Background: an optimization exercise with open tools, aiming at small area. Do not read the settings as production practice.
The RTL was checked by simulation tests, not by an equivalence proof against the original design.
No activity file was given, so power comes from the tool's default toggle rates.

## flow/design.v (module list and top-level ports; edited modules follow where they fit)
// module can_register: 18 lines
// module can_register_asyn: 23 lines
// module can_register_syn: 23 lines
// module can_register_asyn_syn: 27 lines
// module can_crc: 25 lines
// module can_ibo: 16 lines
// module can_acf: 92 lines
// module can_fifo: 168 lines
// module can_btl: 238 lines
// module can_bsp: 1435 lines
// module can_registers: 719 lines
// module can_top: 391 lines
module can_top
( 
    wb_rst_i,
    wb_dat_i,
    wb_dat_o,
    wb_cyc_i,
    wb_stb_i,
    wb_we_i,
    wb_adr_i,
    wb_ack_o,
  clk_i,
  rx_i,
  tx_o,
  bus_off_on,
  irq_on,
  clkout_o
);
  // ...
==> flow/flow/run.sh <==
#!/bin/bash
# Own layout flow: the standard flow (standard.sh, unchanged synthesis), with
# clock tree synthesis run without dummy loads and with larger sink clusters.
set -euo pipefail
WORK=$(pwd)
export CTS_ARGS="-sink_clustering_enable -repair_clock_nets -dont_use_dummy_load -buf_list sky130_fd_sc_hd__clkbuf_4 -sink_clustering_size 9 -sink_clustering_max_diameter 40"
bash standard.sh > "$WORK/standard_flow.log" 2>&1
test -f "$WORK/out/final.def"
==> flow/standard.sh <==
#!/bin/bash
# synth_recipe.tcl (not shown) runs the flow's synth.tcl, then flattens the netlist and writes it again
# the make line also repeats each setting of config.mk as NAME=value (left out here)
make -C /OpenROAD-flow-scripts/flow DESIGN_CONFIG=/design/flow/config.mk WORK_HOME=/design/flow/orfs CLKGATE_MAP_FILE= SYNTH_SCRIPT=/design/flow/synth_recipe.tcl "${@:-finish}"
==> flow/config.mk <==
export PLATFORM = sky130hd
export DESIGN_NAME = can_top
export DESIGN_NICKNAME = can_top
export VERILOG_FILES = /design/flow/design.v
export SDC_FILE = /design/flow/constraint.sdc
export NUM_CORES = 4
export LEC_CHECK = 0
export CAP_MARGIN = 20
export CORE_MARGIN = 2
export CORE_UTILIZATION = 60
export PLACE_DENSITY = 0.75
export SLEW_MARGIN = 20
==> flow/constraint.sdc <==
create_clock -name core_clock -period 10.0 [get_ports {clk_i}]
set_input_delay 2.0000 -clock core_clock [delete_from_list [all_inputs] [get_ports {clk_i}]]
set_output_delay 2.0000 -clock core_clock [all_outputs]
set_load 0.01 [all_outputs]
==> results.sh, run 1 <==
export IMPL_worst_path_max_fanout=49
export IMPL_grt_pass1_vias=41100
export IMPL_muxShareOfSynthArea_pct=11.6
export IMPL_yosysSeqAreaShare_pct=63.5
export IMPL_cp_startpoint="i_can_bsp.i_can_fifo.rd_info_pointer[0]$_DFFE_PP0P_"
export IMPL_layout_commonest_cell="edfxtp_1"
export IMPL_comb_power_uw=446
export IMPL_min_path_type="flop to flop"
export IMPL_holdWs_ns=0.355
export IMPL_syn_inst=4674
export IMPL_yosys_most_used_dff="edfxtp_1"
export IMPL_relSlewSlack_pct=19.6
export IMPL_yosysMostFrequentCell="edfxtp_1"
export IMPL_clk_insertion_delay_late_ns=1.25
export IMPL_firstDrtPassIters=9
export IMPL_wl_per_cell_um=28.2
export IMPL_seq_share_pct=60.3
export IMPL_drc=0
export IMPL_synth_top_cell_by_area="edfxtp_1"
export IMPL_worstSetupPathType="flop to flop"
export IMPL_die_w_um=336
export IMPL_cts_setup_buffers=0
export IMPL_overflow=0
export IMPL_grt_max_degree=76
export IMPL_grtUsageMet2_pct=46.6
export IMPL_fin_nets=4901
export IMPL_dr_wl_met2_um=78100
export IMPL_met3WireLength_um=19800
export IMPL_seq_area_sq_um=41900
export IMPL_fin_setup_tns_ns=0
export IMPL_seq_power_mw=6.53
export IMPL_r2r_cells=19
export IMPL_ant_nets=0
export IMPL_cts_made_buffers=203
export IMPL_async_flop_share_pct=20.9
export IMPL_hold_violations=0
export IMPL_status="timing/DRC/antenna clean"
export IMPL_synth_top_area_share_pct=51.2
export IMPL_drt_iter0_markers=5820
==> module can_bsp, before the edit <==
module can_bsp
( 
  clk,
  rst,
  sample_point,
  sampled_bit,
  sampled_bit_q,
  tx_point,
  hard_sync,
  addr,
  data_in,
  data_out,
  fifo_selected,
  reset_mode,
  listen_only_mode,
  acceptance_filter_mode,
  self_test_mode,
  release_buffer,
  tx_request,
  abort_tx,
  self_rx_request,
  single_shot_transmission,
  tx_state,
  tx_state_q,
  overload_request,
  overload_frame,
  read_arbitration_lost_capture_reg,
  read_error_code_capture_reg,
  error_capture_code,
  error_warning_limit,
  we_rx_err_cnt,
  we_tx_err_cnt,
  extended_mode,
  rx_idle,
  transmitting,
  transmitter,
  go_rx_inter,
  not_first_bit_of_inter,
  rx_inter,
  set_reset_mode,
  node_bus_off,
  error_status,
  rx_err_cnt,
  tx_err_cnt,
  transmit_status,
  receive_status,
  tx_successful,
  need_to_tx,
  overrun,
  info_empty,
  set_bus_error_irq,
  set_arbitration_lost_irq,
  arbitration_lost_capture,
  node_error_passive,
  node_error_active,
  rx_message_counter,
  acceptance_code_0,
  acceptance_mask_0,
  acceptance_code_1,
  acceptance_code_2,
  acceptance_code_3,
  acceptance_mask_1,
  acceptance_mask_2,
  acceptance_mask_3,
  tx_data_0,
  tx_data_1,
  tx_data_2,
  tx_data_3,
  tx_data_4,
  tx_data_5,
  tx_data_6,
  tx_data_7,
  tx_data_8,
  tx_data_9,
  tx_data_10,
  tx_data_11,
  tx_data_12,
  tx,
  tx_next,
  bus_off_on,
  go_overload_frame,
  go_error_frame,
  go_tx,
  send_ack
);
parameter Tp = 1;
input         clk;
input         rst;
input         sample_point;
input         sampled_bit;
input         sampled_bit_q;
input         tx_point;
input         hard_sync;
input   [7:0] addr;
input   [7:0] data_in;
output  [7:0] data_out;
input         fifo_selected;
input         reset_mode;
input         listen_only_mode;
input         acceptance_filter_mode;
input         extended_mode;
input         self_test_mode;
input         release_buffer;
input         tx_request;
input         abort_tx;
input         self_rx_request;
input         single_shot_transmission;
output        tx_state;
output        tx_state_q;
input         overload_request;      
output        overload_frame;        
input         read_arbitration_lost_capture_reg;
input         read_error_code_capture_reg;
output  [7:0] error_capture_code;
input   [7:0] error_warning_limit;
input         we_rx_err_cnt;
input         we_tx_err_cnt;
output        rx_idle;
output        transmitting;
output        transmitter;
output        go_rx_inter;
output        not_first_bit_of_inter;
output        rx_inter;
output        set_reset_mode;
output        node_bus_off;
output        error_status;
output  [8:0] rx_err_cnt;
output  [8:0] tx_err_cnt;
output        transmit_status;
output        receive_status;
output        tx_successful;
output        need_to_tx;
output        overrun;
output        info_empty;
output        set_bus_error_irq;
output        set_arbitration_lost_irq;
output  [4:0] arbitration_lost_capture;
output        node_error_passive;
output        node_error_active;
output  [6:0] rx_message_counter;
input   [7:0] acceptance_code_0;
input   [7:0] acceptance_mask_0;
input   [7:0] acceptance_code_1;
input   [7:0] acceptance_code_2;
input   [7:0] acceptance_code_3;
input   [7:0] acceptance_mask_1;
input   [7:0] acceptance_mask_2;
input   [7:0] acceptance_mask_3;
input   [7:0] tx_data_0;
input   [7:0] tx_data_1;
input   [7:0] tx_data_2;
input   [7:0] tx_data_3;
input   [7:0] tx_data_4;
input   [7:0] tx_data_5;
input   [7:0] tx_data_6;
input   [7:0] tx_data_7;
input   [7:0] tx_data_8;
input   [7:0] tx_data_9;
input   [7:0] tx_data_10;
input   [7:0] tx_data_11;
input   [7:0] tx_data_12;
output        tx;
output        tx_next;
output        bus_off_on;
output        go_overload_frame;
output        go_error_frame;
output        go_tx;
output        send_ack;
reg           reset_mode_q;
reg     [5:0] bit_cnt;
reg     [3:0] data_len;
reg    [28:0] id;
reg     [2:0] bit_stuff_cnt;
reg     [2:0] bit_stuff_cnt_tx;
reg           tx_point_q;
reg           rx_idle;
reg           rx_id1;
reg           rx_rtr1;
reg           rx_ide;
reg           rx_id2;
reg           rx_rtr2;
reg           rx_r1;
reg           rx_r0;
reg           rx_dlc;
reg           rx_data;
reg           rx_crc;
reg           rx_crc_lim;
reg           rx_ack;
reg           rx_ack_lim;
reg           rx_eof;
reg           rx_inter;
reg           go_early_tx_latched;
reg           rtr1;
reg           ide;
reg           rtr2;
reg    [14:0] crc_in;
reg     [7:0] tmp_data;
reg     [7:0] tmp_fifo [0:7];
reg           write_data_to_tmp_fifo;
reg     [2:0] byte_cnt;
reg           bit_stuff_cnt_en;
reg           crc_enable;
reg     [2:0] eof_cnt;
reg     [2:0] passive_cnt;
reg           transmitting;
reg           error_frame;
reg           enable_error_cnt2;
reg     [2:0] error_cnt1;
reg     [2:0] error_cnt2;
reg     [2:0] delayed_dominant_cnt;
reg           enable_overload_cnt2;
reg           overload_frame;
reg           overload_frame_blocked;
reg     [1:0] overload_request_cnt;
reg     [2:0] overload_cnt1;
reg     [2:0] overload_cnt2;
reg           tx;
reg           crc_err;
reg           arbitration_lost;
reg           arbitration_lost_q;
reg           arbitration_field_d;
reg     [4:0] arbitration_lost_capture;
reg     [4:0] arbitration_cnt;
reg           arbitration_blocked;
reg           tx_q;
reg           need_to_tx;    
reg     [3:0] data_cnt;      
reg     [2:0] header_cnt;    
reg           wr_fifo;       
reg     [7:0] data_for_fifo; 
reg     [5:0] tx_pointer;
reg           tx_bit;
reg           tx_state;
reg           tx_state_q;
reg           transmitter;
reg           finish_msg;
reg     [8:0] rx_err_cnt;
reg     [8:0] tx_err_cnt;
reg     [3:0] bus_free_cnt;
reg           bus_free_cnt_en;
reg           bus_free;
reg           waiting_for_bus_free;
reg           node_error_passive;
reg           node_bus_off;
reg           node_bus_off_q;
reg           ack_err_latched;
reg           bit_err_latched;
reg           stuff_err_latched;
reg           form_err_latched;
reg           rule3_exc1_1;
reg           rule3_exc1_2;
reg           suspend;
reg           susp_cnt_en;
reg     [2:0] susp_cnt;
reg           error_flag_over_latched;
reg     [7:0] error_capture_code;
reg     [7:6] error_capture_code_type;
reg           error_capture_code_blocked;
reg           tx_next;
reg           first_compare_bit;
wire    [4:0] error_capture_code_segment;
wire          error_capture_code_direction;
wire          bit_de_stuff;
wire          bit_de_stuff_tx;
wire          rule5;
wire          go_rx_idle;
wire          go_rx_id1;
wire          go_rx_rtr1;
wire          go_rx_ide;
wire          go_rx_id2;
wire          go_rx_rtr2;
wire          go_rx_r1;
wire          go_rx_r0;
wire          go_rx_dlc;
wire          go_rx_data;
wire          go_rx_crc;
wire          go_rx_crc_lim;
wire          go_rx_ack;
wire          go_rx_ack_lim;
wire          go_rx_eof;
wire          go_rx_inter;
wire          last_bit_of_inter;
wire          go_crc_enable;
wire          rst_crc_enable;
wire          bit_de_stuff_set;
wire          bit_de_stuff_reset;
wire          go_early_tx;
wire   [14:0] calculated_crc;
wire   [15:0] r_calculated_crc;
wire          remote_rq;
wire    [3:0] limited_data_len;
wire          form_err;
wire          error_frame_ended;
wire          overload_frame_ended;
wire          bit_err;
wire          ack_err;
wire          stuff_err;
wire          id_ok;                 
wire          no_byte0;              
wire          no_byte1;              
wire    [2:0] header_len;
wire          storing_header;
wire    [3:0] limited_data_len_minus1;
wire          reset_wr_fifo;
wire          err;
wire          arbitration_field;
wire   [18:0] basic_chain;
wire   [63:0] basic_chain_data;
wire   [18:0] extended_chain_std;
wire   [38:0] extended_chain_ext;
wire   [63:0] extended_chain_data_std;
wire   [63:0] extended_chain_data_ext;
wire          rst_tx_pointer;
wire    [7:0] r_tx_data_0;
wire    [7:0] r_tx_data_1;
wire    [7:0] r_tx_data_2;
wire    [7:0] r_tx_data_3;
wire    [7:0] r_tx_data_4;
wire    [7:0] r_tx_data_5;
wire    [7:0] r_tx_data_6;
wire    [7:0] r_tx_data_7;
wire    [7:0] r_tx_data_8;
wire    [7:0] r_tx_data_9;
wire    [7:0] r_tx_data_10;
wire    [7:0] r_tx_data_11;
wire    [7:0] r_tx_data_12;
wire          send_ack;
wire          bit_err_exc1;
wire          bit_err_exc2;
wire          bit_err_exc3;
wire          bit_err_exc4;
wire          bit_err_exc5;
wire          bit_err_exc6;
wire          error_flag_over;
wire          overload_flag_over;
wire    [5:0] limited_tx_cnt_ext;
wire    [5:0] limited_tx_cnt_std;
assign go_rx_idle     =                   sample_point &  sampled_bit & last_bit_of_inter | bus_free & (~node_bus_off);
assign go_rx_id1      =                   sample_point &  (~sampled_bit) & (rx_idle | last_bit_of_inter);
assign go_rx_rtr1     = (~bit_de_stuff) & sample_point &  rx_id1  & (bit_cnt[3:0] == 4'd10);
assign go_rx_ide      = (~bit_de_stuff) & sample_point &  rx_rtr1;
assign go_rx_id2      = (~bit_de_stuff) & sample_point &  rx_ide  &   sampled_bit;
assign go_rx_rtr2     = (~bit_de_stuff) & sample_point &  rx_id2  & (bit_cnt[4:0] == 5'd17);
assign go_rx_r1       = (~bit_de_stuff) & sample_point &  rx_rtr2;
assign go_rx_r0       = (~bit_de_stuff) & sample_point & (rx_ide  & (~sampled_bit) | rx_r1);
assign go_rx_dlc      = (~bit_de_stuff) & sample_point &  rx_r0;
assign go_rx_data     = (~bit_de_stuff) & sample_point &  rx_dlc  & (bit_cnt[1:0] == 2'd3) &  (sampled_bit   |   (|data_len[2:0])) & (~remote_rq);
assign go_rx_crc      = (~bit_de_stuff) & sample_point & (rx_dlc  & (bit_cnt[1:0] == 2'd3) & ((~sampled_bit) & (~(|data_len[2:0])) | remote_rq) |
                                                          rx_data & (bit_cnt[5:0] == ((limited_data_len<<3) - 1'b1)));   
assign go_rx_crc_lim  = (~bit_de_stuff) & sample_point &  rx_crc  & (bit_cnt[3:0] == 4'd14);
assign go_rx_ack      = (~bit_de_stuff) & sample_point &  rx_crc_lim;
assign go_rx_ack_lim  =                   sample_point &  rx_ack;
assign go_rx_eof      =                   sample_point &  rx_ack_lim;
assign go_rx_inter    =                 ((sample_point &  rx_eof  & (eof_cnt == 3'd6)) | error_frame_ended | overload_frame_ended) & (~overload_request);
assign go_error_frame = (form_err | stuff_err | bit_err | ack_err | (crc_err & go_rx_eof));
assign error_frame_ended = (error_cnt2 == 3'd7) & tx_point;
assign overload_frame_ended = (overload_cnt2 == 3'd7) & tx_point;
assign go_overload_frame = (     sample_point & ((~sampled_bit) | overload_request) & (rx_eof & (~transmitter) & (eof_cnt == 3'd6) | error_frame_ended | overload_frame_ended) | 
                                 sample_point & (~sampled_bit) & rx_inter & (bit_cnt[1:0] < 2'd2)                                                            |
                                 sample_point & (~sampled_bit) & ((error_cnt2 == 3'd7) | (overload_cnt2 == 3'd7))
                           )
                           & (~overload_frame_blocked)
                           ;
assign go_crc_enable  = hard_sync | go_tx;
assign rst_crc_enable = go_rx_crc;
assign bit_de_stuff_set   = go_rx_id1 & (~go_error_frame);
assign bit_de_stuff_reset = go_rx_ack | go_error_frame | go_overload_frame;
assign remote_rq = ((~ide) & rtr1) | (ide & rtr2);
assign limited_data_len = (data_len < 4'h8)? data_len : 4'h8;
assign ack_err = rx_ack & sample_point & sampled_bit & tx_state & (~self_test_mode);
assign bit_err = (tx_state | error_frame | overload_frame | rx_ack) & sample_point & (tx != sampled_bit) & (~bit_err_exc1) & (~bit_err_exc2) & (~bit_err_exc3) & (~bit_err_exc4) & (~bit_err_exc5) & (~bit_err_exc6) & (~reset_mode);
assign bit_err_exc1 = tx_state & arbitration_field & tx;
assign bit_err_exc2 = rx_ack & tx;
assign bit_err_exc3 = error_frame & node_error_passive & (error_cnt1 < 3'd7);
assign bit_err_exc4 = (error_frame & (error_cnt1 == 3'd7) & (~enable_error_cnt2)) | (overload_frame & (overload_cnt1 == 3'd7) & (~enable_overload_cnt2));
assign bit_err_exc5 = (error_frame & (error_cnt2 == 3'd7)) | (overload_frame & (overload_cnt2 == 3'd7));
assign bit_err_exc6 = (eof_cnt == 3'd6) & rx_eof & (~transmitter); 
assign arbitration_field = rx_id1 | rx_rtr1 | rx_ide | rx_id2 | rx_rtr2;
assign last_bit_of_inter = rx_inter & (bit_cnt[1:0] == 2'd2);
assign not_first_bit_of_inter = rx_inter & (bit_cnt[1:0] != 2'd0);
always @ (posedge clk or posedge rst)
begin
  if (rst)
    rx_idle <= 1'b0;
  else if (go_rx_id1 | go_error_frame)
    rx_idle <= 1'b0;
  else if (go_rx_idle)
    rx_idle <= 1'b1;
end
always @ (posedge clk or posedge rst)
begin
  if (rst)
    rx_id1 <= 1'b0;
  else if (go_rx_rtr1 | go_error_frame)
    rx_id1 <= 1'b0;
  else if (go_rx_id1)
    rx_id1 <= 1'b1;
end
always @ (posedge clk or posedge rst)
begin
  if (rst)
    rx_rtr1 <= 1'b0;
  else if (go_rx_ide | go_error_frame)
    rx_rtr1 <= 1'b0;
  else if (go_rx_rtr1)
    rx_rtr1 <= 1'b1;
end
always @ (posedge clk or posedge rst)
begin
  if (rst)
    rx_ide <= 1'b0;
  else if (go_rx_r0 | go_rx_id2 | go_error_frame)
    rx_ide <= 1'b0;
  else if (go_rx_ide)
    rx_ide <= 1'b1;
end
always @ (posedge clk or posedge rst)
begin
  if (rst)
    rx_id2 <= 1'b0;
  else if (go_rx_rtr2 | go_error_frame)
    rx_id2 <= 1'b0;
  else if (go_rx_id2)
    rx_id2 <= 1'b1;
end
always @ (posedge clk or posedge rst)
begin
  if (rst)
    rx_rtr2 <= 1'b0;
  else if (go_rx_r1 | go_error_frame)
    rx_rtr2 <= 1'b0;
  else if (go_rx_rtr2)
    rx_rtr2 <= 1'b1;
end
always @ (posedge clk or posedge rst)
begin
  if (rst)
    rx_r1 <= 1'b0;
  else if (go_rx_r0 | go_error_frame)
    rx_r1 <= 1'b0;
  else if (go_rx_r1)
    rx_r1 <= 1'b1;
end
always @ (posedge clk or posedge rst)
begin
  if (rst)
    rx_r0 <= 1'b0;
  else if (go_rx_dlc | go_error_frame)
    rx_r0 <= 1'b0;
  else if (go_rx_r0)
    rx_r0 <= 1'b1;
end
always @ (posedge clk or posedge rst)
begin
  if (rst)
    rx_dlc <= 1'b0;
  else if (go_rx_data | go_rx_crc | go_error_frame)
    rx_dlc <= 1'b0;
  else if (go_rx_dlc)
    rx_dlc <= 1'b1;
end
always @ (posedge clk or posedge rst)
begin
  if (rst)
    rx_data <= 1'b0;
  else if (go_rx_crc | go_error_frame)
    rx_data <= 1'b0;
  else if (go_rx_data)
    rx_data <= 1'b1;
end
always @ (posedge clk or posedge rst)
begin
  if (rst)
    rx_crc <= 1'b0;
  else if (go_rx_crc_lim | go_error_frame)
    rx_crc <= 1'b0;
  else if (go_rx_crc)
    rx_crc <= 1'b1;
end
always @ (posedge clk or posedge rst)
begin
  if (rst)
    rx_crc_lim <= 1'b0;
  else if (go_rx_ack | go_error_frame)
    rx_crc_lim <= 1'b0;
  else if (go_rx_crc_lim)
    rx_crc_lim <= 1'b1;
end
always @ (posedge clk or posedge rst)
begin
  if (rst)
    rx_ack <= 1'b0;
  else if (go_rx_ack_lim | go_error_frame)
    rx_ack <= 1'b0;
  else if (go_rx_ack)
    rx_ack <= 1'b1;
end
always @ (posedge clk or posedge rst)
begin
  if (rst)
    rx_ack_lim <= 1'b0;
  else if (go_rx_eof | go_error_frame)
    rx_ack_lim <= 1'b0;
  else if (go_rx_ack_lim)
    rx_ack_lim <= 1'b1;
end
always @ (posedge clk or posedge rst)
begin
  if (rst)
    rx_eof <= 1'b0;
  else if (go_rx_inter | go_error_frame | go_overload_frame)
    rx_eof <= 1'b0;
  else if (go_rx_eof)
    rx_eof <= 1'b1;
end
always @ (posedge clk or posedge rst)
begin
  if (rst)
    rx_inter <= 1'b0;
  else if (go_rx_idle | go_rx_id1 | go_overload_frame | go_error_frame)
    rx_inter <= 1'b0;
  else if (go_rx_inter)
    rx_inter <= 1'b1;
end
always @ (posedge clk)
begin
  if (sample_point & (rx_id1 | rx_id2) & (~bit_de_stuff))
    id <= {id[27:0], sampled_bit};
end
always @ (posedge clk or posedge rst)
begin
  if (rst)
    rtr1 <= 1'b0;
  else if (sample_point & rx_rtr1 & (~bit_de_stuff))
    rtr1 <= sampled_bit;
end
always @ (posedge clk or posedge rst)
begin
  if (rst)
    rtr2 <= 1'b0;
  else if (sample_point & rx_rtr2 & (~bit_de_stuff))
    rtr2 <= sampled_bit;
end
always @ (posedge clk or posedge rst)
begin
  if (rst)
    ide <= 1'b0;
  else if (sample_point & rx_ide & (~bit_de_stuff))
    ide <= sampled_bit;
end
always @ (posedge clk or posedge rst)
begin
  if (rst)
    data_len <= 4'b0;
  else if (sample_point & rx_dlc & (~bit_de_stuff))
    data_len <= {data_len[2:0], sampled_bit};
end
always @ (posedge clk)
begin
  if (sample_point & rx_data & (~bit_de_stuff))
    tmp_data <= {tmp_data[6:0], sampled_bit};
end
always @ (posedge clk or posedge rst)
begin
  if (rst)
    write_data_to_tmp_fifo <= 1'b0;
  else if (sample_point & rx_data & (~bit_de_stuff) & (&bit_cnt[2:0]))
    write_data_to_tmp_fifo <= 1'b1;
  else
    write_data_to_tmp_fifo <= 1'b0;
end
always @ (posedge clk or posedge rst)
begin
  if (rst)
    byte_cnt <= 3'h0;
  else if (write_data_to_tmp_fifo)
    byte_cnt <= byte_cnt + 1'b1;
  else if (sample_point & go_rx_crc_lim)
    byte_cnt <= 3'h0;
end
always @ (posedge clk)
begin
  if (write_data_to_tmp_fifo)
    tmp_fifo[byte_cnt] <= tmp_data;
end
always @ (posedge clk)
begin
  if (sample_point & rx_crc & (~bit_de_stuff))
    crc_in <= {crc_in[13:0], sampled_bit};
end
always @ (posedge clk or posedge rst)
begin
  if (rst)
    bit_cnt <= 6'd0;
  else if (go_rx_id1 | go_rx_id2 | go_rx_dlc | go_rx_data | go_rx_crc | 
           go_rx_ack | go_rx_eof | go_rx_inter | go_error_frame | go_overload_frame)
    bit_cnt <= 6'd0;
  else if (sample_point & (~bit_de_stuff))
    bit_cnt <= bit_cnt + 1'b1;
end
always @ (posedge clk or posedge rst)
begin
  if (rst)
    eof_cnt <= 3'd0;
  else if (sample_point)
    begin
      if (go_rx_inter | go_error_frame | go_overload_frame)
        eof_cnt <= 3'd0;
      else if (rx_eof)
        eof_cnt <= eof_cnt + 1'b1;
    end
end
always @ (posedge clk or posedge rst)
begin
  if (rst)
    bit_stuff_cnt_en <= 1'b0;
  else if (bit_de_stuff_set)
    bit_stuff_cnt_en <= 1'b1;
  else if (bit_de_stuff_reset)
    bit_stuff_cnt_en <= 1'b0;
end
always @ (posedge clk or posedge rst)
begin
  if (rst)
    bit_stuff_cnt <= 3'h1;
  else if (bit_de_stuff_reset)
    bit_stuff_cnt <= 3'h1;
  else if (sample_point & bit_stuff_cnt_en)
    begin
      if (bit_stuff_cnt == 3'h5)
        bit_stuff_cnt <= 3'h1;
      else if (sampled_bit == sampled_bit_q)
        bit_stuff_cnt <= bit_stuff_cnt + 1'b1;
      else
        bit_stuff_cnt <= 3'h1;
    end
end
always @ (posedge clk or posedge rst)
begin
  if (rst)
    bit_stuff_cnt_tx <= 3'h1;
  else if (reset_mode || bit_de_stuff_reset)
    bit_stuff_cnt_tx <= 3'h1;
  else if (tx_point_q & bit_stuff_cnt_en)
    begin
      if (bit_stuff_cnt_tx == 3'h5)
        bit_stuff_cnt_tx <= 3'h1;
      else if (tx == tx_q)
        bit_stuff_cnt_tx <= bit_stuff_cnt_tx + 1'b1;
      else
        bit_stuff_cnt_tx <= 3'h1;
    end
end
assign bit_de_stuff = bit_stuff_cnt == 3'h5;
assign bit_de_stuff_tx = bit_stuff_cnt_tx == 3'h5;
assign stuff_err = sample_point & bit_stuff_cnt_en & bit_de_stuff & (sampled_bit == sampled_bit_q);
always @ (posedge clk or posedge rst)
begin
  if (rst)
    begin
      reset_mode_q <= 1'b0;
      node_bus_off_q <= 1'b0;
    end
  else
    begin
      reset_mode_q <= reset_mode;
      node_bus_off_q <= node_bus_off;
    end
end
always @ (posedge clk or posedge rst)
begin
  if (rst)
    crc_enable <= 1'b0;
  else if (rst_crc_enable)
    crc_enable <= 1'b0;
  else if (go_crc_enable)
    crc_enable <= 1'b1;
end
always @ (posedge clk or posedge rst)
begin
  if (rst)
    crc_err <= 1'b0;
  else if (reset_mode | error_frame_ended)
    crc_err <= 1'b0;
  else if (go_rx_ack)
    crc_err <= crc_in != calculated_crc;
end
assign form_err = sample_point & ( ((~bit_de_stuff) & rx_crc_lim & (~sampled_bit)                  ) |
                                   (                  rx_ack_lim & (~sampled_bit)                  ) |
                                   ((eof_cnt < 3'd6)& rx_eof     & (~sampled_bit) & (~transmitter) ) |
                                   (                & rx_eof     & (~sampled_bit) &   transmitter  )
                                 );
always @ (posedge clk or posedge rst)
begin
  if (rst)
    ack_err_latched <= 1'b0;
  else if (reset_mode | error_frame_ended | go_overload_frame)
    ack_err_latched <= 1'b0;
  else if (ack_err)
    ack_err_latched <= 1'b1;
end
always @ (posedge clk or posedge rst)
begin
  if (rst)
    bit_err_latched <= 1'b0;
  else if (reset_mode | error_frame_ended | go_overload_frame)
    bit_err_latched <= 1'b0;
  else if (bit_err)
    bit_err_latched <= 1'b1;
end
assign rule5 = bit_err &  ( (~node_error_passive) & error_frame    & (error_cnt1    < 3'd7)
                            | 
                                                    overload_frame & (overload_cnt1 < 3'd7)
                          );
always @ (posedge clk or posedge rst)
begin
  if (rst)
    rule3_exc1_1 <= 1'b0;
  else if (error_flag_over | rule3_exc1_2)
    rule3_exc1_1 <= 1'b0;
  else if (transmitter & node_error_passive & ack_err)
    rule3_exc1_1 <= 1'b1;
end
always @ (posedge clk or posedge rst)
begin
  if (rst)
    rule3_exc1_2 <= 1'b0;
  else if (go_error_frame | rule3_exc1_2)
    rule3_exc1_2 <= 1'b0;
  else if (rule3_exc1_1 & (error_cnt1 < 3'd7) & sample_point & (~sampled_bit))
    rule3_exc1_2 <= 1'b1;
end
always @ (posedge clk or posedge rst)
begin
  if (rst)
    stuff_err_latched <= 1'b0;
  else if (reset_mode | error_frame_ended | go_overload_frame)
    stuff_err_latched <= 1'b0;
  else if (stuff_err)
    stuff_err_latched <= 1'b1;
end
always @ (posedge clk or posedge rst)
begin
  if (rst)
    form_err_latched <= 1'b0;
  else if (reset_mode | error_frame_ended | go_overload_frame)
    form_err_latched <= 1'b0;
  else if (form_err)
    form_err_latched <= 1'b1;
end
can_crc i_can_crc_rx 
(
  .clk(clk),
  .data(sampled_bit),
  .enable(crc_enable & sample_point & (~bit_de_stuff)),
  .initialize(go_crc_enable),
  .crc(calculated_crc)
);
assign no_byte0 = rtr1 | (data_len<4'h1);
assign no_byte1 = rtr1 | (data_len<4'h2);
can_acf i_can_acf
(
  .clk(clk),
  .rst(rst),
  .id(id),
  .reset_mode(reset_mode),
  .acceptance_filter_mode(acceptance_filter_mode),
  .extended_mode(extended_mode),
  .acceptance_code_0(acceptance_code_0),
  .acceptance_mask_0(acceptance_mask_0),
  .acceptance_code_1(acceptance_code_1),
  .acceptance_code_2(acceptance_code_2),
  .acceptance_code_3(acceptance_code_3),
  .acceptance_mask_1(acceptance_mask_1),
  .acceptance_mask_2(acceptance_mask_2),
  .acceptance_mask_3(acceptance_mask_3),
  .go_rx_crc_lim(go_rx_crc_lim),
  .go_rx_inter(go_rx_inter),
  .go_error_frame(go_error_frame),
  .data0(tmp_fifo[0]),
  .data1(tmp_fifo[1]),
  .rtr1(rtr1),
  .rtr2(rtr2),
  .ide(ide),
  .no_byte0(no_byte0),
  .no_byte1(no_byte1),
  .id_ok(id_ok)
);
assign header_len[2:0] = extended_mode ? (ide? (3'h5) : (3'h3)) : 3'h2;
assign storing_header = header_cnt < header_len;
assign limited_data_len_minus1[3:0] = remote_rq? 4'hf : ((data_len < 4'h8)? (data_len -1'b1) : 4'h7);    
assign reset_wr_fifo = (data_cnt == (limited_data_len_minus1 + {1'b0, header_len})) || reset_mode;
assign err = form_err | stuff_err | bit_err | ack_err | form_err_latched | stuff_err_latched | bit_err_latched | ack_err_latched | crc_err;
always @ (posedge clk or posedge rst)
begin
  if (rst)
    wr_fifo <= 1'b0;
  else if (reset_wr_fifo)
    wr_fifo <= 1'b0;
  else if (go_rx_inter & id_ok & (~error_frame_ended) & ((~tx_state) | self_rx_request))
    wr_fifo <= 1'b1;
end
always @ (posedge clk or posedge rst)
begin
  if (rst)
    header_cnt <= 3'h0;
  else if (reset_wr_fifo)
    header_cnt <= 3'h0;
  else if (wr_fifo & storing_header)
    header_cnt <= header_cnt + 1'h1;
end
always @ (posedge clk or posedge rst)
begin
  if (rst)
    data_cnt <= 4'h0;
  else if (reset_wr_fifo)
    data_cnt <= 4'h0;
  else if (wr_fifo)
    data_cnt <= data_cnt + 4'h1;
end
always @ (extended_mode or ide or data_cnt or header_cnt or  header_len or 
          storing_header or id or rtr1 or rtr2 or data_len or
          tmp_fifo[0] or tmp_fifo[2] or tmp_fifo[4] or tmp_fifo[6] or 
          tmp_fifo[1] or tmp_fifo[3] or tmp_fifo[5] or tmp_fifo[7])
begin
  casex ({storing_header, extended_mode, ide, header_cnt})   
    6'b1_1_1_000  : data_for_fifo = {1'b1, rtr2, 2'h0, data_len};   
    6'b1_1_1_001  : data_for_fifo = id[28:21];                      
    6'b1_1_1_010  : data_for_fifo = id[20:13];                      
    6'b1_1_1_011  : data_for_fifo = id[12:5];                       
    6'b1_1_1_100  : data_for_fifo = {id[4:0], 3'h0};                
    6'b1_1_0_000  : data_for_fifo = {1'b0, rtr1, 2'h0, data_len};   
    6'b1_1_0_001  : data_for_fifo = id[10:3];                       
    6'b1_1_0_010  : data_for_fifo = {id[2:0], rtr1, 4'h0};          
    6'b1_0_x_000  : data_for_fifo = id[10:3];                       
    6'b1_0_x_001  : data_for_fifo = {id[2:0], rtr1, data_len};      
    default       : data_for_fifo = tmp_fifo[data_cnt - {1'b0, header_len}];  
  endcase
end
can_fifo i_can_fifo
( 
  .clk(clk),
  .rst(rst),
  .wr(wr_fifo),
  .data_in(data_for_fifo),
  .addr(addr[5:0]),
  .data_out(data_out),
  .fifo_selected(fifo_selected),
  .reset_mode(reset_mode),
  .release_buffer(release_buffer),
  .extended_mode(extended_mode),
  .overrun(overrun),
  .info_empty(info_empty),
  .info_cnt(rx_message_counter)
);
always @ (posedge clk or posedge rst)
begin
  if (rst)
    error_frame <= 1'b0;
  else if (set_reset_mode || error_frame_ended || go_overload_frame)
    error_frame <= 1'b0;
  else if (go_error_frame)
    error_frame <= 1'b1;
end
always @ (posedge clk or posedge rst)
begin
  if (rst)
    error_cnt1 <= 3'd0;
  else if (error_frame_ended | go_error_frame | go_overload_frame)
    error_cnt1 <= 3'd0;
  else if (error_frame & tx_point & (error_cnt1 < 3'd7))
    error_cnt1 <= error_cnt1 + 1'b1;
end
assign error_flag_over = ((~node_error_passive) & sample_point & (error_cnt1 == 3'd7) | node_error_passive  & sample_point & (passive_cnt == 3'h6)) & (~enable_error_cnt2);
always @ (posedge clk or posedge rst)
begin
  if (rst)
    error_flag_over_latched <= 1'b0;
  else if (error_frame_ended | go_error_frame | go_overload_frame)
    error_flag_over_latched <= 1'b0;
  else if (error_flag_over)
    error_flag_over_latched <= 1'b1;
end
always @ (posedge clk or posedge rst)
begin
  if (rst)
    enable_error_cnt2 <= 1'b0;
  else if (error_frame_ended | go_error_frame | go_overload_frame)
    enable_error_cnt2 <= 1'b0;
  else if (error_frame & (error_flag_over & sampled_bit))
    enable_error_cnt2 <= 1'b1;
end
always @ (posedge clk or posedge rst)
begin
  if (rst)
    error_cnt2 <= 3'd0;
  else if (error_frame_ended | go_error_frame | go_overload_frame)
    error_cnt2 <= 3'd0;
  else if (enable_error_cnt2 & tx_point)
    error_cnt2 <= error_cnt2 + 1'b1;
end
always @ (posedge clk or posedge rst)
begin
  if (rst)
    delayed_dominant_cnt <= 3'h0;
  else if (enable_error_cnt2 | go_error_frame | enable_overload_cnt2 | go_overload_frame)
    delayed_dominant_cnt <= 3'h0;
  else if (sample_point & (~sampled_bit) & ((error_cnt1 == 3'd7) | (overload_cnt1 == 3'd7)))
    delayed_dominant_cnt <= delayed_dominant_cnt + 1'b1;
end
always @ (posedge clk or posedge rst)
begin
  if (rst)
    passive_cnt <= 3'h1;
  else if (error_frame_ended | go_error_frame | go_overload_frame | first_compare_bit)
    passive_cnt <= 3'h1;
  else if (sample_point & (passive_cnt < 3'h6))
    begin
      if (error_frame & (~enable_error_cnt2) & (sampled_bit == sampled_bit_q))
        passive_cnt <= passive_cnt + 1'b1;
      else
        passive_cnt <= 3'h1;
    end
end
always @ (posedge clk or posedge rst)
begin
  if (rst)
    first_compare_bit <= 1'b0;
  else if (go_error_frame)
    first_compare_bit <= 1'b1;
  else if (sample_point)
    first_compare_bit <= 1'b0;
end
always @ (posedge clk or posedge rst)
begin
  if (rst)
    overload_frame <= 1'b0;
  else if (overload_frame_ended | go_error_frame)
    overload_frame <= 1'b0;
  else if (go_overload_frame)
    overload_frame <= 1'b1;
end
always @ (posedge clk or posedge rst)
begin
  if (rst)
    overload_cnt1 <= 3'd0;
  else if (overload_frame_ended | go_error_frame | go_overload_frame)
    overload_cnt1 <= 3'd0;
  else if (overload_frame & tx_point & (overload_cnt1 < 3'd7))
    overload_cnt1 <= overload_cnt1 + 1'b1;
end
assign overload_flag_over = sample_point & (overload_cnt1 == 3'd7) & (~enable_overload_cnt2);
always @ (posedge clk or posedge rst)
begin
  if (rst)
    enable_overload_cnt2 <= 1'b0;
  else if (overload_frame_ended | go_error_frame | go_overload_frame)
    enable_overload_cnt2 <= 1'b0;
  else if (overload_frame & (overload_flag_over & sampled_bit))
    enable_overload_cnt2 <= 1'b1;
end
always @ (posedge clk or posedge rst)
begin
  if (rst)
    overload_cnt2 <= 3'd0;
  else if (overload_frame_ended | go_error_frame | go_overload_frame)
    overload_cnt2 <= 3'd0;
  else if (enable_overload_cnt2 & tx_point)
    overload_cnt2 <= overload_cnt2 + 1'b1;
end
always @ (posedge clk or posedge rst)
begin
  if (rst)
    overload_request_cnt <= 2'b0;
  else if (go_error_frame | go_rx_id1)
    overload_request_cnt <= 2'b0;
  else if (overload_request & overload_frame)
    overload_request_cnt <= overload_request_cnt + 1'b1;
end
always @ (posedge clk or posedge rst)
begin
  if (rst)
    overload_frame_blocked <= 1'b0;
  else if (go_error_frame | go_rx_id1)
    overload_frame_blocked <= 1'b0;
  else if (overload_request & overload_frame & overload_request_cnt == 2'h2)    
    overload_frame_blocked <= 1'b1;
end
assign send_ack = (~tx_state) & rx_ack & (~err) & (~listen_only_mode);
always @ (reset_mode or node_bus_off or tx_state or go_tx or bit_de_stuff_tx or tx_bit or tx_q or
          send_ack or go_overload_frame or overload_frame or overload_cnt1 or
          go_error_frame or error_frame or error_cnt1 or node_error_passive)
begin
  if (reset_mode | node_bus_off)                                                 
    tx_next = 1'b1;
  else
    begin
      if (go_error_frame | error_frame)                                          
        begin
          if (error_cnt1 < 3'd6)
            begin
              if (node_error_passive)
                tx_next = 1'b1;
              else
                tx_next = 1'b0;
            end
          else
            tx_next = 1'b1;
        end
      else if (go_overload_frame | overload_frame)                               
        begin
          if (overload_cnt1 < 3'd6)
            tx_next = 1'b0;
          else
            tx_next = 1'b1;
        end
      else if (go_tx | tx_state)                                                         
        tx_next = ((~bit_de_stuff_tx) & tx_bit) | (bit_de_stuff_tx & (~tx_q));
      else if (send_ack)                                                         
        tx_next = 1'b0;
      else
        tx_next = 1'b1;
    end
end
always @ (posedge clk or posedge rst)
begin
  if (rst)
    tx <= 1'b1;
  else if (reset_mode)
    tx <= 1'b1;
  else if (tx_point)
    tx <= tx_next;
end
always @ (posedge clk or posedge rst)
begin
  if (rst)
    tx_q <= 1'b0;
  else if (reset_mode)
    tx_q <= 1'b0;
  else if (tx_point)
    tx_q <= tx & (~go_early_tx_latched);
end
always @ (posedge clk or posedge rst)
begin
  if (rst)
    tx_point_q <= 1'b0;
  else if (reset_mode)
    tx_point_q <= 1'b0;
  else
    tx_point_q <= tx_point;
end
can_ibo i_ibo_tx_data_0  (.di(tx_data_0),  .d_o(r_tx_data_0));
can_ibo i_ibo_tx_data_1  (.di(tx_data_1),  .d_o(r_tx_data_1));
can_ibo i_ibo_tx_data_2  (.di(tx_data_2),  .d_o(r_tx_data_2));
can_ibo i_ibo_tx_data_3  (.di(tx_data_3),  .d_o(r_tx_data_3));
can_ibo i_ibo_tx_data_4  (.di(tx_data_4),  .d_o(r_tx_data_4));
can_ibo i_ibo_tx_data_5  (.di(tx_data_5),  .d_o(r_tx_data_5));
can_ibo i_ibo_tx_data_6  (.di(tx_data_6),  .d_o(r_tx_data_6));
can_ibo i_ibo_tx_data_7  (.di(tx_data_7),  .d_o(r_tx_data_7));
can_ibo i_ibo_tx_data_8  (.di(tx_data_8),  .d_o(r_tx_data_8));
can_ibo i_ibo_tx_data_9  (.di(tx_data_9),  .d_o(r_tx_data_9));
can_ibo i_ibo_tx_data_10 (.di(tx_data_10), .d_o(r_tx_data_10));
can_ibo i_ibo_tx_data_11 (.di(tx_data_11), .d_o(r_tx_data_11));
can_ibo i_ibo_tx_data_12 (.di(tx_data_12), .d_o(r_tx_data_12));
can_ibo i_calculated_crc0 (.di(calculated_crc[14:7]), .d_o(r_calculated_crc[7:0]));
can_ibo i_calculated_crc1 (.di({calculated_crc[6:0], 1'b0}), .d_o(r_calculated_crc[15:8]));
assign basic_chain = {r_tx_data_1[7:4], 2'h0, r_tx_data_1[3:0], r_tx_data_0[7:0], 1'b0};
assign basic_chain_data = {r_tx_data_9, r_tx_data_8, r_tx_data_7, r_tx_data_6, r_tx_data_5, r_tx_data_4, r_tx_data_3, r_tx_data_2};
assign extended_chain_std = {r_tx_data_0[7:4], 2'h0, r_tx_data_0[1], r_tx_data_2[2:0], r_tx_data_1[7:0], 1'b0};
assign extended_chain_ext = {r_tx_data_0[7:4], 2'h0, r_tx_data_0[1], r_tx_data_4[4:0], r_tx_data_3[7:0], r_tx_data_2[7:3], 1'b1, 1'b1, r_tx_data_2[2:0], r_tx_data_1[7:0], 1'b0};
assign extended_chain_data_std = {r_tx_data_10, r_tx_data_9, r_tx_data_8, r_tx_data_7, r_tx_data_6, r_tx_data_5, r_tx_data_4, r_tx_data_3};
assign extended_chain_data_ext = {r_tx_data_12, r_tx_data_11, r_tx_data_10, r_tx_data_9, r_tx_data_8, r_tx_data_7, r_tx_data_6, r_tx_data_5};
wire    [3:0] tx_byte_idx = {1'b0, tx_pointer[5:3]} + (extended_mode ? (tx_data_0[7] ? 4'd5 : 4'd3) : 4'd2);
reg     [7:0] tx_byte;
always @ (tx_byte_idx or tx_data_2 or tx_data_3 or tx_data_4 or tx_data_5 or tx_data_6 or tx_data_7 or
          tx_data_8 or tx_data_9 or tx_data_10 or tx_data_11 or tx_data_12)
begin
  case (tx_byte_idx)
    4'd2    : tx_byte = tx_data_2;
    4'd3    : tx_byte = tx_data_3;
    4'd4    : tx_byte = tx_data_4;
    4'd5    : tx_byte = tx_data_5;
    4'd6    : tx_byte = tx_data_6;
    4'd7    : tx_byte = tx_data_7;
    4'd8    : tx_byte = tx_data_8;
    4'd9    : tx_byte = tx_data_9;
    4'd10   : tx_byte = tx_data_10;
    4'd11   : tx_byte = tx_data_11;
    4'd12   : tx_byte = tx_data_12;
    default : tx_byte = 8'hxx;
  endcase
end
wire          tx_data_bit = tx_byte[~tx_pointer[2:0]];
always @ (extended_mode or rx_data or tx_pointer or tx_data_bit or rx_crc or r_calculated_crc or
          r_tx_data_0   or extended_chain_ext or extended_chain_std or basic_chain or
          finish_msg)
begin
  if (rx_data)   
    tx_bit = tx_data_bit;
  else if (rx_crc)
    tx_bit = r_calculated_crc[tx_pointer];
  else if (finish_msg)
    tx_bit = 1'b1;
  else if (extended_mode)
    begin
      if (r_tx_data_0[0])     
        tx_bit = extended_chain_ext[tx_pointer];
      else
        tx_bit = extended_chain_std[tx_pointer];
    end
  else   
    tx_bit = basic_chain[tx_pointer];
end
assign limited_tx_cnt_ext = tx_data_0[3] ? 6'h3f : ((tx_data_0[2:0] <<3) - 1'b1);
assign limited_tx_cnt_std = tx_data_1[3] ? 6'h3f : ((tx_data_1[2:0] <<3) - 1'b1);
assign rst_tx_pointer = ((~bit_de_stuff_tx) & tx_point & (~rx_data) &   extended_mode  &   r_tx_data_0[0]   & tx_pointer == 6'd38             ) |    
                        ((~bit_de_stuff_tx) & tx_point & (~rx_data) &   extended_mode  & (~r_tx_data_0[0])  & tx_pointer == 6'd18             ) |    
                        ((~bit_de_stuff_tx) & tx_point & (~rx_data) & (~extended_mode)                      & tx_pointer == 6'd18             ) |    
                        ((~bit_de_stuff_tx) & tx_point &   rx_data  &   extended_mode                       & tx_pointer == limited_tx_cnt_ext) |    
                        ((~bit_de_stuff_tx) & tx_point &   rx_data  & (~extended_mode)                      & tx_pointer == limited_tx_cnt_std) |    
                        (                     tx_point &   rx_crc_lim                                                                         ) |    
                        (go_rx_idle                                                                                                           ) |    
                        (reset_mode                                                                                                           ) |
                        (overload_frame                                                                                                       ) |
                        (error_frame                                                                                                          ) ;
always @ (posedge clk or posedge rst)
begin
  if (rst)
    tx_pointer <= 6'h0;
  else if (rst_tx_pointer)
    tx_pointer <= 6'h0;
  else if (go_early_tx | (tx_point & (tx_state | go_tx) & (~bit_de_stuff_tx)))
    tx_pointer <= tx_pointer + 1'b1;
end
assign tx_successful = transmitter & go_rx_inter & (~go_error_frame) & (~error_frame_ended) & (~overload_frame_ended) & (~arbitration_lost);
always @ (posedge clk or posedge rst)
begin
  if (rst)
    need_to_tx <= 1'b0;
  else if (tx_successful | reset_mode | (abort_tx & (~transmitting)) | ((~tx_state) & tx_state_q & single_shot_transmission))
    need_to_tx <= 1'h0;
  else if (tx_request & sample_point)
    need_to_tx <= 1'b1;
end
assign go_early_tx = (~listen_only_mode) & need_to_tx & (~tx_state) & (~suspend | (susp_cnt == 3'h7)) & sample_point & (~sampled_bit) & (rx_idle | last_bit_of_inter);
assign go_tx       = (~listen_only_mode) & need_to_tx & (~tx_state) & (~suspend | (sample_point & (susp_cnt == 3'h7))) & (go_early_tx | rx_idle);
always @ (posedge clk or posedge rst)
begin
  if (rst)
    go_early_tx_latched <= 1'b0;
  else if (reset_mode || tx_point)
    go_early_tx_latched <= 1'b0;
  else if (go_early_tx)
    go_early_tx_latched <= 1'b1;
end
always @ (posedge clk or posedge rst)
begin
  if (rst)
    tx_state <= 1'b0;
  else if (reset_mode | go_rx_inter | error_frame | arbitration_lost)
    tx_state <= 1'b0;
  else if (go_tx)
    tx_state <= 1'b1;
end
always @ (posedge clk or posedge rst)
begin
  if (rst)
    tx_state_q <= 1'b0;
  else if (reset_mode)
    tx_state_q <= 1'b0;
  else
    tx_state_q <= tx_state;
end
always @ (posedge clk or posedge rst)
begin
  if (rst)
    transmitter <= 1'b0;
  else if (go_tx)
    transmitter <= 1'b1;
  else if (reset_mode | go_rx_idle | suspend & go_rx_id1)
    transmitter <= 1'b0;
end
always @ (posedge clk or posedge rst)
begin
  if (rst)
    transmitting <= 1'b0;
  else if (go_error_frame | go_overload_frame | go_tx | send_ack)
    transmitting <= 1'b1;
  else if (reset_mode | go_rx_idle | (go_rx_id1 & (~tx_state)) | (arbitration_lost & tx_state))
    transmitting <= 1'b0;
end
always @ (posedge clk or posedge rst)
begin
  if (rst)
    suspend <= 1'b0;
  else if (reset_mode | (sample_point & (susp_cnt == 3'h7)))
    suspend <= 1'b0;
  else if (not_first_bit_of_inter & transmitter & node_error_passive)
    suspend <= 1'b1;
end
always @ (posedge clk or posedge rst)
begin
  if (rst)
    susp_cnt_en <= 1'b0;
  else if (reset_mode | (sample_point & (susp_cnt == 3'h7)))
    susp_cnt_en <= 1'b0;
  else if (suspend & sample_point & last_bit_of_inter)
    susp_cnt_en <= 1'b1;
end
always @ (posedge clk or posedge rst)
begin
  if (rst)
    susp_cnt <= 3'h0;
  else if (reset_mode | (sample_point & (susp_cnt == 3'h7)))
    susp_cnt <= 3'h0;
  else if (susp_cnt_en & sample_point)
    susp_cnt <= susp_cnt + 1'b1;
end
always @ (posedge clk or posedge rst)
begin
  if (rst)
    finish_msg <= 1'b0;
  else if (go_rx_idle | go_rx_id1 | error_frame | reset_mode)
    finish_msg <= 1'b0;
  else if (go_rx_crc_lim)
    finish_msg <= 1'b1;
end
always @ (posedge clk or posedge rst)
begin
  if (rst)
    arbitration_lost <= 1'b0;
  else if (go_rx_idle | error_frame_ended)
    arbitration_lost <= 1'b0;
  else if (transmitter & sample_point & tx & arbitration_field & ~sampled_bit)
    arbitration_lost <= 1'b1;
end
always @ (posedge clk or posedge rst)
begin
  if (rst)
    arbitration_lost_q <= 1'b0;
  else
    arbitration_lost_q <= arbitration_lost;
end
always @ (posedge clk or posedge rst)
begin
  if (rst)
    arbitration_field_d <= 1'b0;
  else if (sample_point)
    arbitration_field_d <= arbitration_field;
end
assign set_arbitration_lost_irq = arbitration_lost & (~arbitration_lost_q) & (~arbitration_blocked);
always @ (posedge clk or posedge rst)
begin
  if (rst)
    arbitration_cnt <= 5'h0;
  else if (sample_point && !bit_de_stuff)
    if (arbitration_field_d)
      arbitration_cnt <= arbitration_cnt + 1'b1;
    else
      arbitration_cnt <= 5'h0;
end
always @ (posedge clk or posedge rst)
begin
  if (rst)
    arbitration_lost_capture <= 5'h0;
  else if (set_arbitration_lost_irq)
    arbitration_lost_capture <= arbitration_cnt;
end
always @ (posedge clk or posedge rst)
begin
  if (rst)
    arbitration_blocked <= 1'b0;
  else if (read_arbitration_lost_capture_reg)
    arbitration_blocked <= 1'b0;
  else if (set_arbitration_lost_irq)
    arbitration_blocked <= 1'b1;
end
always @ (posedge clk or posedge rst)
begin
  if (rst)
    rx_err_cnt <= 9'h0;
  else if (we_rx_err_cnt & (~node_bus_off))
    rx_err_cnt <= {1'b0, data_in};
  else if (set_reset_mode)
    rx_err_cnt <= 9'h0;
  else
    begin
      if ((~listen_only_mode) & (~transmitter | arbitration_lost))
        begin
          if (go_rx_ack_lim & (~go_error_frame) & (~crc_err) & (rx_err_cnt > 9'h0))
            begin
              if (rx_err_cnt > 9'd127)
                rx_err_cnt <= 9'd127;
              else
                rx_err_cnt <= rx_err_cnt - 1'b1;
            end
          else if (rx_err_cnt < 9'd128)
            begin
              if (go_error_frame & (~rule5))                                                                                           
                rx_err_cnt <= rx_err_cnt + 1'b1;
              else if ( (error_flag_over & (~error_flag_over_latched) & sample_point & (~sampled_bit) & (error_cnt1 == 3'd7)     ) |   
                        (go_error_frame & rule5                                                                                  ) |   
                        (sample_point & (~sampled_bit) & (delayed_dominant_cnt == 3'h7)                            )                   
                      )
                rx_err_cnt <= rx_err_cnt + 4'h8;
            end
        end
    end
end
always @ (posedge clk or posedge rst)
begin
  if (rst)
    tx_err_cnt <= 9'h0;
  else if (we_tx_err_cnt)
    tx_err_cnt <= {1'b0, data_in};
  else
    begin
      if (set_reset_mode)
        tx_err_cnt <= 9'd128;
      else if ((tx_err_cnt > 9'd0) & (tx_successful | bus_free))
        tx_err_cnt <= tx_err_cnt - 1'h1;
      else if (transmitter & (~arbitration_lost))
        begin
          if ( (sample_point & (~sampled_bit) & (delayed_dominant_cnt == 3'h7)                                          ) |        
               (go_error_frame & rule5                                                                                  ) |        
               (go_error_frame & (~(transmitter & node_error_passive & ack_err)) & (~(transmitter & stuff_err & 
                arbitration_field & sample_point & tx & (~sampled_bit)))                                                ) |        
               (error_frame & rule3_exc1_2                                                                              )          
             )
            tx_err_cnt <= tx_err_cnt + 4'h8;
        end
    end
end
always @ (posedge clk or posedge rst)
begin
  if (rst)
    node_error_passive <= 1'b0;
  else if ((rx_err_cnt < 128) & (tx_err_cnt < 9'd128))
    node_error_passive <= 1'b0;
  else if (((rx_err_cnt >= 128) | (tx_err_cnt >= 9'd128)) & (error_frame_ended | go_error_frame | (~reset_mode) & reset_mode_q) & (~node_bus_off))
    node_error_passive <= 1'b1;
end
assign node_error_active = ~(node_error_passive | node_bus_off);
always @ (posedge clk or posedge rst)
begin
  if (rst)
    node_bus_off <= 1'b0;
  else if ((rx_err_cnt == 9'h0) & (tx_err_cnt == 9'd0) & (~reset_mode) | (we_tx_err_cnt & (data_in < 8'd255)))
    node_bus_off <= 1'b0;
  else if ((tx_err_cnt >= 9'd256) | (we_tx_err_cnt & (data_in == 8'd255)))
    node_bus_off <= 1'b1;
end
always @ (posedge clk or posedge rst)
begin
  if (rst)
    bus_free_cnt <= 4'h0;
  else if (sample_point)
    begin
      if (sampled_bit & bus_free_cnt_en & (bus_free_cnt < 4'd10))
        bus_free_cnt <= bus_free_cnt + 1'b1;
      else
        bus_free_cnt <= 4'h0;
    end
end
always @ (posedge clk or posedge rst)
begin
  if (rst)
    bus_free_cnt_en <= 1'b0;
  else if ((~reset_mode) & reset_mode_q | node_bus_off_q & (~reset_mode))
    bus_free_cnt_en <= 1'b1;
  else if (sample_point & sampled_bit & (bus_free_cnt==4'd10) & (~node_bus_off))
    bus_free_cnt_en <= 1'b0;
end
always @ (posedge clk or posedge rst)
begin
  if (rst)
    bus_free <= 1'b0;
  else if (sample_point & sampled_bit & (bus_free_cnt==4'd10) && waiting_for_bus_free)
    bus_free <= 1'b1;
  else
    bus_free <= 1'b0;
end
always @ (posedge clk or posedge rst)
begin
  if (rst)
    waiting_for_bus_free <= 1'b1;
  else if (bus_free & (~node_bus_off))
    waiting_for_bus_free <= 1'b0;
  else if (node_bus_off_q & (~reset_mode))
    waiting_for_bus_free <= 1'b1;
end
assign bus_off_on = ~node_bus_off;
assign set_reset_mode = node_bus_off & (~node_bus_off_q);
assign error_status = extended_mode? ((rx_err_cnt >= error_warning_limit) | (tx_err_cnt >= error_warning_limit))    :
                                     ((rx_err_cnt >= 9'd96) | (tx_err_cnt >= 9'd96))                                ;
assign transmit_status = transmitting  || (extended_mode && waiting_for_bus_free);
assign receive_status  = extended_mode ? (waiting_for_bus_free || (!rx_idle) && (!transmitting)) : 
                                         ((!waiting_for_bus_free) && (!rx_idle) && (!transmitting));
always @ (posedge clk or posedge rst)
begin
  if (rst)
    error_capture_code <= 8'h0;
  else if (read_error_code_capture_reg)
    error_capture_code <= 8'h0;
  else if (set_bus_error_irq)
    error_capture_code <= {error_capture_code_type[7:6], error_capture_code_direction, error_capture_code_segment[4:0]};
end
assign error_capture_code_segment[0] = rx_idle | rx_ide | (rx_id2 & (bit_cnt<6'd13)) | rx_r1 | rx_r0 | rx_dlc | rx_ack | rx_ack_lim | error_frame & node_error_active;
assign error_capture_code_segment[1] = rx_idle | rx_id1 | rx_id2 | rx_dlc | rx_data | rx_ack_lim | rx_eof | rx_inter | error_frame & node_error_passive;
assign error_capture_code_segment[2] = (rx_id1 & (bit_cnt>6'd7)) | rx_rtr1 | rx_ide | rx_id2 | rx_rtr2 | rx_r1 | error_frame & node_error_passive | overload_frame;
assign error_capture_code_segment[3] = (rx_id2 & (bit_cnt>6'd4)) | rx_rtr2 | rx_r1 | rx_r0 | rx_dlc | rx_data | rx_crc | rx_crc_lim | rx_ack | rx_ack_lim | rx_eof | overload_frame;
assign error_capture_code_segment[4] = rx_crc_lim | rx_ack | rx_ack_lim | rx_eof | rx_inter | error_frame | overload_frame;
assign error_capture_code_direction  = ~transmitting;
always @ (bit_err or form_err or stuff_err)
begin
  if (bit_err)
    error_capture_code_type[7:6] = 2'b00;
  else if (form_err)
    error_capture_code_type[7:6] = 2'b01;
  else if (stuff_err)
    error_capture_code_type[7:6] = 2'b10;
  else
    error_capture_code_type[7:6] = 2'b11;
end
assign set_bus_error_irq = go_error_frame & (~error_capture_code_blocked);
always @ (posedge clk or posedge rst)
begin
  if (rst)
    error_capture_code_blocked <= 1'b0;
  else if (read_error_code_capture_reg)
    error_capture_code_blocked <= 1'b0;
  else if (set_bus_error_irq)
    error_capture_code_blocked <= 1'b1;
end
endmodule
==> inputs of run 2 (changes only) <==
--- a/flow/design.v
+++ b/flow/design.v
@@ -835,3 +835,2 @@
 reg           rtr2;
-reg    [14:0] crc_in;
 reg     [7:0] tmp_data;
@@ -1225,6 +1224,11 @@
 end
-always @ (posedge clk)
+reg           crc_mismatch;
+always @ (posedge clk or posedge rst)
 begin
-  if (sample_point & rx_crc & (~bit_de_stuff))
-    crc_in <= {crc_in[13:0], sampled_bit};
+  if (rst)
+    crc_mismatch <= 1'b0;
+  else if (go_rx_crc)
+    crc_mismatch <= 1'b0;
+  else if (sample_point & rx_crc & (~bit_de_stuff) & (sampled_bit != r_calculated_crc[bit_cnt[3:0]]))
+    crc_mismatch <= 1'b1;
 end
@@ -1325,3 +1329,3 @@
   else if (go_rx_ack)
-    crc_err <= crc_in != calculated_crc;
+    crc_err <= crc_mismatch;
 end
==> flow/flow/run.sh (replaced) <==
#!/bin/bash
# Own layout flow: the standard flow (standard.sh, unchanged synthesis), with
# clock tree synthesis run without dummy loads and with clkbuf_4 sink clusters, and
# the smallest buffer (buf_1) as the port buffer on every input and output.
set -euo pipefail
WORK=$(pwd)
export CTS_ARGS="-sink_clustering_enable -repair_clock_nets -dont_use_dummy_load -buf_list sky130_fd_sc_hd__clkbuf_4 -sink_clustering_size 9 -sink_clustering_max_diameter 40"
export BUFFER_PORTS_ARGS="-buffer_cell sky130_fd_sc_hd__buf_1"
bash standard.sh > "$WORK/standard_flow.log" 2>&1
test -f "$WORK/out/final.def"
==> run 2 against run 1 <==
Effect of this change: flip-flop and latch count shrank 14; count of clock-buffer cells in the layout shrank 3; register-to-register slack gained 0.48 ns; final area shrank 0.61%; synthesized cell count grew 1.3%; sequential power is essentially flat; routed wire length grew 0.92%; synthesized area shrank 0.26%; critical endpoint is now data_out[6]$_DFFE_PP_.
==> results.sh, run 2 <==
export IMPL_die_area_sq_um=112000
export IMPL_cts_made_buffers=200
export IMPL_synth_edff_count=1109
export IMPL_ios=35
export IMPL_critPathArrivalTime_ns=6.54
export IMPL_swShare_pct=23.2
export IMPL_r2r_cells=18
export IMPL_worst_path_max_fanout=40
export IMPL_post_cts_resized=0
export IMPL_vias=42200
export IMPL_drt_iter0_markers=5879
export IMPL_dpl_hpwl_um=119000
export IMPL_via_per_inst=6.80
export IMPL_yosys_most_used_dff="edfxtp_1"
export IMPL_p_seq_share_pct=66.6
export IMPL_yosysMostFrequentCell="edfxtp_1"
export IMPL_synth_cell_type_count=103
export IMPL_setup_viol=0
export IMPL_place_congestion=1.02
export IMPL_drc=0
export IMPL_wl_per_cell_um=28.3
export IMPL_hold_violations=0
export IMPL_yosysSeqAreaShare_pct=63.0
export IMPL_yosys_top_cells_area="edfxtp_1 (51%), dfrtp_1 (11%), mux4_2 (9.6%)"
export IMPL_finClkSkew_ns=0.142
export IMPL_firstDrtPassIters=8
export IMPL_clock_sinks=1439
export IMPL_grt_max_degree=89
export IMPL_synth_top_area_share_pct=50.6
export IMPL_die_w_um=335
export IMPL_synthTopCellsByCount="edfxtp_1 (1109), nand2_1 (455), nor2_1 (394)"
export IMPL_finalCritPeriodShare_pct=54.9
export IMPL_largest_reg_flops=512
export IMPL_cts_hold_buffers=0
export IMPL_grt_first_pass_wirelength_um=262000
export IMPL_synth_top_cell_by_area="edfxtp_1"
export IMPL_synth_seq_cells=1439
export IMPL_relSlewSlack_pct=23.6
export IMPL_leakage_nw=23.0
export IMPL_reg2reg_slack_ns=4.54
export IMPL_drive_gt1_share_pct=14.8
export IMPL_fmax_ghz=0.182
export IMPL_holdWs_ns=0.348
export IMPL_grt_pass1_vias=40700
export IMPL_ant_nets=0
export IMPL_io_buffers=33
export IMPL_cts_max_level=4
export IMPL_slew_viol_final=0
export IMPL_async_flop_share_pct=21.2
export IMPL_syn_num_nets=4899
export IMPL_fin_setup_tns_ns=0
export IMPL_syn_inst=4734
export IMPL_finalPower_mw=9.82
export IMPL_worstSetupPathType="primary input to flop"
export IMPL_place_area_sq_um=67500
export IMPL_antenna_found_initial=11
export IMPL_cap_violations=0
export IMPL_overflow=0
export IMPL_syn_area_sq_um=65800
export IMPL_fin_nets=4949
export IMPL_avgSynthCellArea_sq_um=13.9
export IMPL_die_h_um=335
export IMPL_power_density_nw_per_um2=142
export IMPL_regMostFlops="i_can_bsp.i_can_fifo.fifo"
export IMPL_postLayoutCellArea_sq_um=69100
export IMPL_min_to="cs_ack2$_DFF_P_"
export IMPL_layout_commonest_cell="edfxtp_1"
export IMPL_cts_setup_buffers=0
export IMPL_track_usage_pct=31.5
export IMPL_clk_insertion_delay_late_ns=1.21
export IMPL_startpoint_type="primary input"
export IMPL_syn2layout_area_growth_pct=4.97
export IMPL_power_internal_mw=7.54
export IMPL_row_count=121
export IMPL_fin_crit_ns=5.49
export IMPL_min_path_type="flop to flop"
export IMPL_final_cell_mix="edfxtp_1 (1109), nand2_1 (454), nor2_1 (393)"
export IMPL_cts_root_buf="clkbuf_4"
export IMPL_ys_warn_count=17
export IMPL_critPathRequiredTime_ns=11.05
export IMPL_rr_endpoint="i_can_bsp.i_can_fifo.fifo_cnt[6]$_DFFE_PP0P_"
export IMPL_drt_total_wl_um=175000
export IMPL_clk_path_buf_depth=3
export IMPL_worstReg2RegStart="i_can_bsp.i_can_fifo.rd_info_pointer[0]$_DFFE_PP0P_"
export IMPL_tightest_slew_ns=1.15
export IMPL_hold_start="cs_ack1$_DFF_P_"
export IMPL_p_clk_share_pct=28.0
export IMPL_rsz0062_at_grt="false"
export IMPL_p_switching_mw=2.27
export IMPL_ir_drop_mv=0.131
export IMPL_holdPathStages=0
export IMPL_top_regs="i_can_bsp.i_can_fifo.fifo x512, i_can_bsp.i_can_fifo.length_fifo x256"
export IMPL_status="timing/DRC/antenna clean"
export IMPL_initial_core_util_pct=60.4
export IMPL_cts_tree="built"
export IMPL_worst_setup_path_end_kind="flop"
export IMPL_p_comb_share_pct=5.4
export IMPL_core_area_sq_um=109000
export IMPL_clk_pin_slew_ns=0.10
-- run 2: cell types whose count changed in the layout (fill, tap and decap cells not counted), sizes merged, moves of 15 or more --
cell	before	now
a31oi	40	23
and2	35	19
buf	81	104
clkdlybuf4s50	33	0
edfxtp	1124	1109
mux2i	58	95
nand2	417	455
o211ai	34	49
o21ai	162	181
xor2	86	67
-- run 2: worst max path at each step --
stage,slack [ns],end,from
finish,4.51,data_out[6]$_DFFE_PP_,wb_adr_i[2]
global route,4.18,i_can_bsp.i_can_fifo.fifo_cnt[6]$_DFFE_PP0P_,i_can_bsp.i_can_fifo.rd_info_pointer[0]$_DFFE_PP0P_
CTS,4.46,i_can_bsp.i_can_fifo.fifo_cnt[6]$_DFFE_PP0P_,i_can_bsp.i_can_fifo.rd_info_pointer[0]$_DFFE_PP0P_
detailed placement,3.53,data_out[6]$_DFFE_PP_,wb_adr_i[2]
global placement,3.67,data_out[7]$_DFFE_PP_,wb_adr_i[2]
floorplan,3.96,cs_sync1$_DFF_PP0_,wb_rst_i
-- run 2: per-layer routing --
metal | GRT usage [%] | vias up | wire (um)
met4 | 11.5 | 8 | 6790
met3 | 6.72 | 401 | 18900
met5 | 0 | - | 51
met1 | 45.3 | 21100 | 69200
met2 | 47.8 | 2439 | 80400
li1 | - | 18200 | -
-- run 2: cells by family (layout without fill, tap and decap cells) --
kind of cell             Yosys count  in the layout  share of synthesized area, %
flip-flops                      1439           1439                          63.0
adder cells (fa/ha/maj)          143            143                          2.83
multiplexers                     429            429                          12.0
AND/OR/NAND/NOR                 1368           1368                          9.58
AO/OA/AOI/OAI                    805            805                          8.17
other                              1              9                       0.00570
XOR/XNOR                         158            158                          2.13
buffers and inverters            391            439                          2.30
-- run 2: power by group through the flow --
stage | logic [mW] | registers (mW) | clock network, mW
2_1_floorplan | 0.379 | 6.61 | 0
3_3_place_gp | 0.511 | 6.66 | 0
3_5_place_dp | 0.525 | 6.66 | 0
4_1_cts | 0.527 | 6.53 | 2.79
5_1_grt | 0.584 | 6.54 | 3.02
6_report | 0.530 | 6.53 | 2.75
-- run 2: layout make-up --
| cell class | count | area (sq um) |
|---|---|---|
| flip-flops and latches | 1439 | 41500 |
| fillers | 7906 | 39800 |
| multi-input cells | 2904 | 23100 |
| well taps | 1414 | 1770 |
| clock buffers | 200 | 1500 |
| repair buffers | 112 | 737 |
| inverters | 127 | 480 |
| diodes | 8 | 20.0 |
-- run 2: through the flow --
stage | cells | util, % | setup WS, ns
2_1_floorplan | 4734 | - | 3.96
6_report | 6204 | 63.4 | 4.51
5_1_grt | 6203 | 63.4 | 4.18
3_3_place_gp | 5995 | 62.0 | 3.67
3_5_place_dp | 5996 | 62.0 | 3.53
4_1_cts | 6196 | 63.4 | 4.46
-- run 2: critical path: stages --
cell and delay (ns):
buf_1 0.64, clkinv_1 0.50, ha_1 0.49, inv_1 0.09, fa_1 0.51, mux2i_4 0.64, buf_4 0.55, nand2_1 0.09
nand3_1 0.10, o21ai_0 0.15, o211ai_1 0.40, o211a_1 0.22, a211o_1 0.10

==> what the ideal ports hide <==
The flow's constraints put no driver on any port. The routed layouts listed below were extracted and timed again, unchanged, in two steps.
Step 1 (the two cells are an assumption about what drives the block):
set clk [get_ports {clk_i}]
set_driving_cell -lib_cell sky130_fd_sc_hd__clkbuf_16 $clk
set_driving_cell -lib_cell sky130_fd_sc_hd__buf_2 [delete_from_list [all_inputs] $clk]
Step 2 times the ports against the registers' clock, not the clock port: input delays grow and output delays shrink by t, the midpoint of the rising clock arrivals with the driver on.
a / b / c = ideal / step 1 / step 2; a / b = the first two.
run | t (ns) | slack for setup (ns) | worst setup path after step 2 | slew at the worst register clock pin (ns) | worst slew at a driven data input, ns
run 1 | 1.250 | 4.064 / 4.064 / 3.393 | input to register | 0.11 / 0.11 | 0.17
run 2 | 1.200 | 4.510 / 4.538 / 3.341 | input to register | 0.12 / 0.12 | 0.13
After both steps every run listed still meets setup and hold. The setup slack of run 2, which loses most, moves by +0.028 ns with the drivers and by -1.169 ns with both steps.
